This is an optimization exercise on Yosys and OpenROAD, whose aim is small area and a short achievable clock period, not a production implementation.
In this exercise RTL edits were held to simulation tests only and were not proved equivalent to the original.

==> config.mk <==
export PLATFORM = sky130hd
export DESIGN_NAME = pifo_reg
export DESIGN_NICKNAME = pifo_reg
export VERILOG_FILES = /design/flow/design.v
export SDC_FILE = /design/flow/constraint.sdc
export NUM_CORES = 4
export LEC_CHECK = 0
export CAP_MARGIN = 20
export CORE_MARGIN = 2
export CORE_UTILIZATION = 40
export SLEW_MARGIN = 20
==> constraint.sdc <==
create_clock -name core_clock -period 16.0 [get_ports {clk}]
set_input_delay 3.2000 -clock core_clock [delete_from_list [all_inputs] [get_ports {clk}]]
set_output_delay 3.2000 -clock core_clock [all_outputs]
set_load 0.01 [all_outputs]
==> design.v <==
`timescale 1ns/1ps
module pifo_reg
#(
    parameter L2_REG_WIDTH = 4,
    parameter RANK_WIDTH = 16,
    parameter META_WIDTH = 12
)
(
    input                       rst,
    input                       clk,
    output reg                  full,
    input                       insert,
    input [RANK_WIDTH-1:0]      rank_in,
    input [META_WIDTH-1:0]      meta_in,
    output reg                  valid_out,
    input                       remove,
    output [RANK_WIDTH-1:0]     rank_out,
    output [META_WIDTH-1:0]     meta_out,
    output reg                  max_valid_out,
    output [RANK_WIDTH-1:0]     max_rank_out,
    output [META_WIDTH-1:0]     max_meta_out,
    output reg [L2_REG_WIDTH:0] num_entries,
    output reg                  empty
);
    localparam REG_WIDTH = 2**L2_REG_WIDTH;
    reg [RANK_WIDTH-1:0] rank[0:REG_WIDTH-1];
    reg [META_WIDTH-1:0] meta[0:REG_WIDTH-1];
    reg valid[0:REG_WIDTH-1];
    wire [L2_REG_WIDTH-1:0] idx;
    wire [L2_REG_WIDTH-1:0] max_idx;
    reg insert_ltch;
    reg calc_min_max;
    integer i;
    reg [RANK_WIDTH-1:0] rank_in_ltch;
    reg [META_WIDTH-1:0] meta_in_ltch;
    wire [2*REG_WIDTH*RANK_WIDTH-1:0]   t_min_rank;
    wire [2*REG_WIDTH*META_WIDTH-1:0]   t_min_meta;
    wire [2*REG_WIDTH*L2_REG_WIDTH-1:0] t_min_idx;
    wire [2*REG_WIDTH*RANK_WIDTH-1:0]   t_max_rank;
    wire [2*REG_WIDTH*META_WIDTH-1:0]   t_max_meta;
    wire [2*REG_WIDTH*L2_REG_WIDTH-1:0] t_max_idx;
    wire [2*REG_WIDTH-1:0]              t_valid;
    assign t_min_rank[RANK_WIDTH-1:0]     = {RANK_WIDTH{1'b0}};
    assign t_min_meta[META_WIDTH-1:0]     = {META_WIDTH{1'b0}};
    assign t_min_idx[L2_REG_WIDTH-1:0]    = {L2_REG_WIDTH{1'b0}};
    assign t_max_rank[RANK_WIDTH-1:0]     = {RANK_WIDTH{1'b0}};
    assign t_max_meta[META_WIDTH-1:0]     = {META_WIDTH{1'b0}};
    assign t_max_idx[L2_REG_WIDTH-1:0]    = {L2_REG_WIDTH{1'b0}};
    assign t_valid[0]                     = 1'b0;
    genvar g;
    generate
        for (g = 0; g < REG_WIDTH; g = g + 1) begin : leaves
            assign t_min_rank[(REG_WIDTH+g)*RANK_WIDTH +: RANK_WIDTH]     = rank[g];
            assign t_min_meta[(REG_WIDTH+g)*META_WIDTH +: META_WIDTH]     = meta[g];
            assign t_min_idx[(REG_WIDTH+g)*L2_REG_WIDTH +: L2_REG_WIDTH]  = g;
            assign t_max_rank[(REG_WIDTH+g)*RANK_WIDTH +: RANK_WIDTH]     = rank[g];
            assign t_max_meta[(REG_WIDTH+g)*META_WIDTH +: META_WIDTH]     = meta[g];
            assign t_max_idx[(REG_WIDTH+g)*L2_REG_WIDTH +: L2_REG_WIDTH]  = g;
            assign t_valid[REG_WIDTH+g]                                   = valid[g];
        end
        for (g = 1; g < REG_WIDTH; g = g + 1) begin : nodes
            wire [RANK_WIDTH-1:0] lmin = t_min_rank[(2*g)*RANK_WIDTH +: RANK_WIDTH];
            wire [RANK_WIDTH-1:0] rmin = t_min_rank[(2*g+1)*RANK_WIDTH +: RANK_WIDTH];
            wire [RANK_WIDTH-1:0] lmax = t_max_rank[(2*g)*RANK_WIDTH +: RANK_WIDTH];
            wire [RANK_WIDTH-1:0] rmax = t_max_rank[(2*g+1)*RANK_WIDTH +: RANK_WIDTH];
            wire lv = t_valid[2*g];
            wire rv = t_valid[2*g+1];
            wire sel_min_l = ((lmin <= rmin) && lv && rv) || (lv && !rv);
            wire sel_max_l = ((lmax >  rmax) && lv && rv) || (lv && !rv);
            assign t_min_rank[g*RANK_WIDTH +: RANK_WIDTH] = sel_min_l ? lmin : rmin;
            assign t_min_meta[g*META_WIDTH +: META_WIDTH] = sel_min_l ?
                t_min_meta[(2*g)*META_WIDTH +: META_WIDTH] : t_min_meta[(2*g+1)*META_WIDTH +: META_WIDTH];
            assign t_min_idx[g*L2_REG_WIDTH +: L2_REG_WIDTH] = sel_min_l ?
                t_min_idx[(2*g)*L2_REG_WIDTH +: L2_REG_WIDTH] : t_min_idx[(2*g+1)*L2_REG_WIDTH +: L2_REG_WIDTH];
            assign t_max_rank[g*RANK_WIDTH +: RANK_WIDTH] = sel_max_l ? lmax : rmax;
            assign t_max_meta[g*META_WIDTH +: META_WIDTH] = sel_max_l ?
                t_max_meta[(2*g)*META_WIDTH +: META_WIDTH] : t_max_meta[(2*g+1)*META_WIDTH +: META_WIDTH];
            assign t_max_idx[g*L2_REG_WIDTH +: L2_REG_WIDTH] = sel_max_l ?
                t_max_idx[(2*g)*L2_REG_WIDTH +: L2_REG_WIDTH] : t_max_idx[(2*g+1)*L2_REG_WIDTH +: L2_REG_WIDTH];
            assign t_valid[g] = lv | rv;
        end
    endgenerate
    assign rank_out     = t_min_rank[RANK_WIDTH +: RANK_WIDTH];
    assign meta_out     = t_min_meta[META_WIDTH +: META_WIDTH];
    assign idx          = t_min_idx[L2_REG_WIDTH +: L2_REG_WIDTH];
    assign max_rank_out = t_max_rank[RANK_WIDTH +: RANK_WIDTH];
    assign max_meta_out = t_max_meta[META_WIDTH +: META_WIDTH];
    assign max_idx      = t_max_idx[L2_REG_WIDTH +: L2_REG_WIDTH];
    always @(posedge clk)
    begin
        if (rst)
        begin
            valid_out <= 1'b0;
            max_valid_out <= 1'b0;
        end
        else
        begin
            if (insert == 1'b1 || remove == 1'b1)
            begin
                valid_out <= 1'b0;
                max_valid_out <= 1'b0;
            end
            if (calc_min_max == 1'b1)
                if (num_entries > 0)
                begin
                    valid_out <= 1'b1;
                    max_valid_out <= 1'b1;
                end
        end
    end
    always @(posedge clk)
    begin
        if (rst)
        begin
            for (i = 0; i < REG_WIDTH; i=i+1)
                valid[i] <= 1'b0;
        end
        else if (remove == 1'b1 && num_entries > 0)
        begin
            for (i = 1; i < REG_WIDTH; i=i+1)
                if (i > idx)
                    valid[i-1] <= valid[i];
            valid[num_entries-1] <= 0;
        end
        else if (insert == 1'b1 || insert_ltch == 1'b1)
        begin
            if (num_entries < REG_WIDTH)
                valid[num_entries[L2_REG_WIDTH-1:0]] <= 1;
        end
    end
    always @(posedge clk)
    begin
        if (rst)
        begin
            num_entries <= 0;
            calc_min_max <= 0;
            insert_ltch <= 0;
            empty <= 1'b0;
            full <= 1'b0;
        end
        else 
        begin
            calc_min_max <= 0;
            if (remove == 1'b1 && num_entries > 0)
            begin
                for (i = 1; i < REG_WIDTH; i=i+1)
                    if (i > idx)
                    begin
                        rank[i-1] <= rank[i];
                        meta[i-1] <= meta[i];
                    end
                if (num_entries == 1)
                    empty <= 1'b1;
                full <= (insert == 0) ? 1'b0 : full;
                num_entries <= num_entries - 1;
                calc_min_max <= 1;
                insert_ltch <= insert;
                rank_in_ltch <= rank_in;
                meta_in_ltch <= meta_in;
            end
            else if (insert == 1'b1 || insert_ltch == 1'b1)
            begin
                if (num_entries < REG_WIDTH)
                begin
                    rank[num_entries[L2_REG_WIDTH-1:0]] <= (insert) ? rank_in : rank_in_ltch;
                    meta[num_entries[L2_REG_WIDTH-1:0]] <= (insert) ? meta_in : meta_in_ltch;
                    if (num_entries == REG_WIDTH-1)
                        full <= 1'b1;
                    else
                        full <= 1'b0;
                    num_entries <= num_entries + 1;
                end
                else
                begin
                    if (insert) begin
                        if (rank_in < max_rank_out) begin
                            rank[max_idx] <= rank_in;
                            meta[max_idx] <= meta_in;
                        end
                    end
                    else begin
                        if (rank_in_ltch < max_rank_out) begin
                            rank[max_idx] <= rank_in_ltch;
                            meta[max_idx] <= meta_in_ltch;
                        end
                    end
                    full <= 1'b1;
                end
                empty <= 1'b0;
                calc_min_max <= 1;
                insert_ltch <= 0;
            end
        end
    end
endmodule
==> run.sh <==
#!/bin/bash
# synth_recipe.tcl (not shown) runs the flow's synth.tcl, then flattens the netlist and writes it again
# the make line also repeats each setting of config.mk as NAME=value (left out here)
make -C /OpenROAD-flow-scripts/flow DESIGN_CONFIG=/design/flow/config.mk WORK_HOME=/design/flow/orfs CLKGATE_MAP_FILE= SYNTH_SCRIPT=/design/flow/synth_recipe.tcl finish
==> flow_summary.json <==
{
  "slew_viol_final": 0,
  "synth.area.top_cells": "edfxtp_1 (35%), mux2_2 (12%), ha_1 (11%), mux2i_1 (7.3%), mux2_4 (3.3%)",
  "yosysMostFrequentCell": "edfxtp_1",
  "period_share_pct": 97.1,
  "yosysUniqueCellTypes": 90,
  "startpoint_type": "flip-flop",
  "finClkSkew_ns": 0.0391,
  "cts_buffers": 67,
  "grt_pass1_wl_um": 206000,
  "htree_levels": 3,
  "slowest_delay_ns": 0.63,
  "ys.flop_type": "edfxtp_1",
  "ctsRootBufferMaster": "clkbuf_16",
  "nFillCells": 9561,
  "synth_area_mm2": 0.0415,
  "final_net_count": 4528,
  "cp-end-kind": "primary output",
  "hold_path.class": "flip-flop to flip-flop",
  "grt_use_met2_pct": 39.3,
  "synthCells": 4040,
  "path_clk_slew_ns": 0.06,
  "die_y_um": 326,
  "synth_common_cells": "edfxtp_1 (491), mux2_2 (449), ha_1 (376)",
  "cp.required_ns": 12.80,
  "ioPinCount": 97,
  "final_util_pct": 46.0,
  "slew_headroom_pct": 22.8,
  "clkSinkCount": 503,
  "criticalPathCategory": "flip-flop to primary output",
  "ys_ff_latch": 503,
  "via_count": 32600,
  "wl_um": 139000,
  "critPathArrivalTime_ns": 12.34,
  "synth_top_area_share_pct": 35.5,
  "busiest_layer": "met2",
  "grt_start_max_net_pins": 54,
  "rows": 118,
  "num_antenna_cells": 0,
  "timing.final.hold_violations": 0,
  "setup_violations": 0,
  "outcome": "timing/DRC/antenna clean",
  "first_pass_iters": 5,
  "die_w_um": 326,
  "avgSynthCellArea_um2": 10.3,
  "grt_pass1_vias": 31200,
  "post-route-min-period_ns": 15.54,
  "core_mm2": 0.103,
  "met1_usage_pct": 36.9,
  "ant_nets": 0,
  "crit_fanout": 38,
  "syn_nets": 4448,
  "globalplace.congestion": 1.01,
  "start_util_pct": 40.3,
  "drc": 0,
  "clock_path_buffers": 3,
  "grt_use_total_pct": 25.5,
  "max_freq_mhz": 64.4,
  "grt_overflow": 0,
  "synth_edf_count": 491,
  "drtIter0Drc": 3060,
  "rsz0062_at_grt": "yes",
  "holdWs_ns": 0.460,
  "antenna_found_initial": 6,
  "drv_cap": 0,
  "dieArea_mm2": 0.106,
  "port_buffers": 96,
  "vias_per_cell": 5.87,
  "synth_top_area_cell": "edfxtp_1",
  "dp_hpwl_um": 109000,
  "area_growth_pct": 14.3,
  "global_route.usage.met3_pct": 4.46,
  "cts_tree": "yes",
  "yosysWarnings": 1,
  "wire_per_inst_um": 25.1,
  "crit_path_top_delay_cell": "or4_4",
  "clk_latency_ns": 0.65,
  "tightest_slew_ns": 1.15,
  "synthArstFlopShare_pct": 0,
  "synth-seq-area-share_pct": 36.1,
  "drive_above_1_share_pct": 21.8
}
through the flow:
step / setup slack [ns] / cells / cell area [µm²] / setup TNS [ns]
after detailed placement: -0.164 / 5394 / 44500 / -1.01
after CTS: 0.0535 / 5522 / 47000 / 0
after global placement: -0.241 / 5393 / 44500 / -3.84
after floorplan: 1.25 / 4040 / 41500 / 0
final: 0.464 / 5551 / 47500 / 0
after global routing: -0.0325 / 5551 / 47500 / -0.0953
kinds of logic (layout without fill, tap and decap cells):
family	Yosys count	after routing	synth area share, %
simple gates	886	886	10.2
mux	868	868	23.4
compound gates	862	862	13.6
buf+inv	535	666	5.21
flops	503	503	36.1
fa+ha+maj	378	378	11.4
xor+xnor	8	8	0.169
final cells by class:
| type | count | area (µm²) | area share [%] |
|---|---|---|---|
| Clock buffer | 82 | 1780 | 3.74 |
| Inverter | 310 | 1170 | 2.47 |
| Multi-Input combinational cell | 3002 | 25100 | 52.9 |
| Clock inverter | 38 | 499 | 1.05 |
| Timing Repair Buffer | 236 | 2210 | 4.65 |
| Sequential cell | 503 | 15000 | 31.6 |
| Tap cell | 1380 | 1730 | 3.64 |
sequential cells by signal (all words and copies together) (netlist names):
register / cells
meta_in_ltch: 12
valid_out: 1
calc_min_max: 1
max_valid_out: 1
insert_ltch: 1
rank_in_ltch: 16
rank: 256
valid: 16
full: 1
meta: 192
num_entries: 5
empty: 1
metal layers:
layer | vias to the layer above | share of wire, %
li1 | 15300 | -
met1 | 16000 | 46
met2 | 1151 | 44
met3 | 174 | 7.5
met4 | 2 | 2.5
met5 | - | 0.0079
placed cells by master (no fill, tap or decap), types with 42 or more instances in the layout:
cell             instances
nand2_1                302
o21a_1                  72
clkbuf_16               69
a21o_1                  73
mux2_2                 449
o21ai_0                140
mux2i_1                278
mux2_4                  92
nand2b_1                42
buf_4                  121
a211oi_1                73
o211ai_1                44
nor2b_1                 78
nor2_1                 204
edfxtp_1               491
ha_1                   376
nand3_1                 67
nand4_1                 61
clkdlybuf4s50_1         94
a21oi_1                242
inv_1                  305
timing repair:
item / 4_1_cts / 5_1_grt
resized for setup: 23 / 61
endpoints found under the setup margin: 57 / 640
buffers inserted: 8 / 28
hold buffers: 0 / 0
pin swaps: 3 / 8
worst max-delay path, delay by kind of cell, from the launching register on:
family | cells | cell delay (ns)
fa+ha+maj | 4 | 1.30
simple gates | 14 | 3.20
flops | 1 | 0.45
mux | 2 | 0.74
compound gates | 17 | 3.80
buf+inv | 10 | 2.16
final timing paths:
kind	startpoint	end	slack [ns]	cells past startpoint
min	max_valid_out	max_valid_out	0.46	2
min reg2reg	max_valid_out	max_valid_out	0.46	2
max	rank[12][13]	max_meta_out[7]	0.46	47
max reg2reg	rank[12][13]	meta[13][6]	0.65	60

==> separate check: timing with driven ports <==
In the flow no input, the clock included, has a driving cell. The finished layout below was timed again as built, in two steps.
Step 1, drivers: a clkbuf_16 drives clk and a buf_2 each remaining input, both assumed.
Step 2 moves the port delays by t, midway between the first and last clock arrival at a register: inputs arrive t later, outputs are due t later. That takes back most of the time a late clock gives input paths.
Slacks: no drivers / after step 1 / after step 2; pairs: no drivers / after step 1.
t (ns): 0.696
slack for setup (ns): 0.464 / 0.395 / 0.648
worst setup path after step 2: register to register
worst register clock-pin slew, ns: 0.06 / 0.06
pins driven straight from the clock port: 1
After both steps this run still meets setup and hold. For this run, drivers alone change the setup slack by -0.069 ns; drivers and shift together by +0.184 ns.
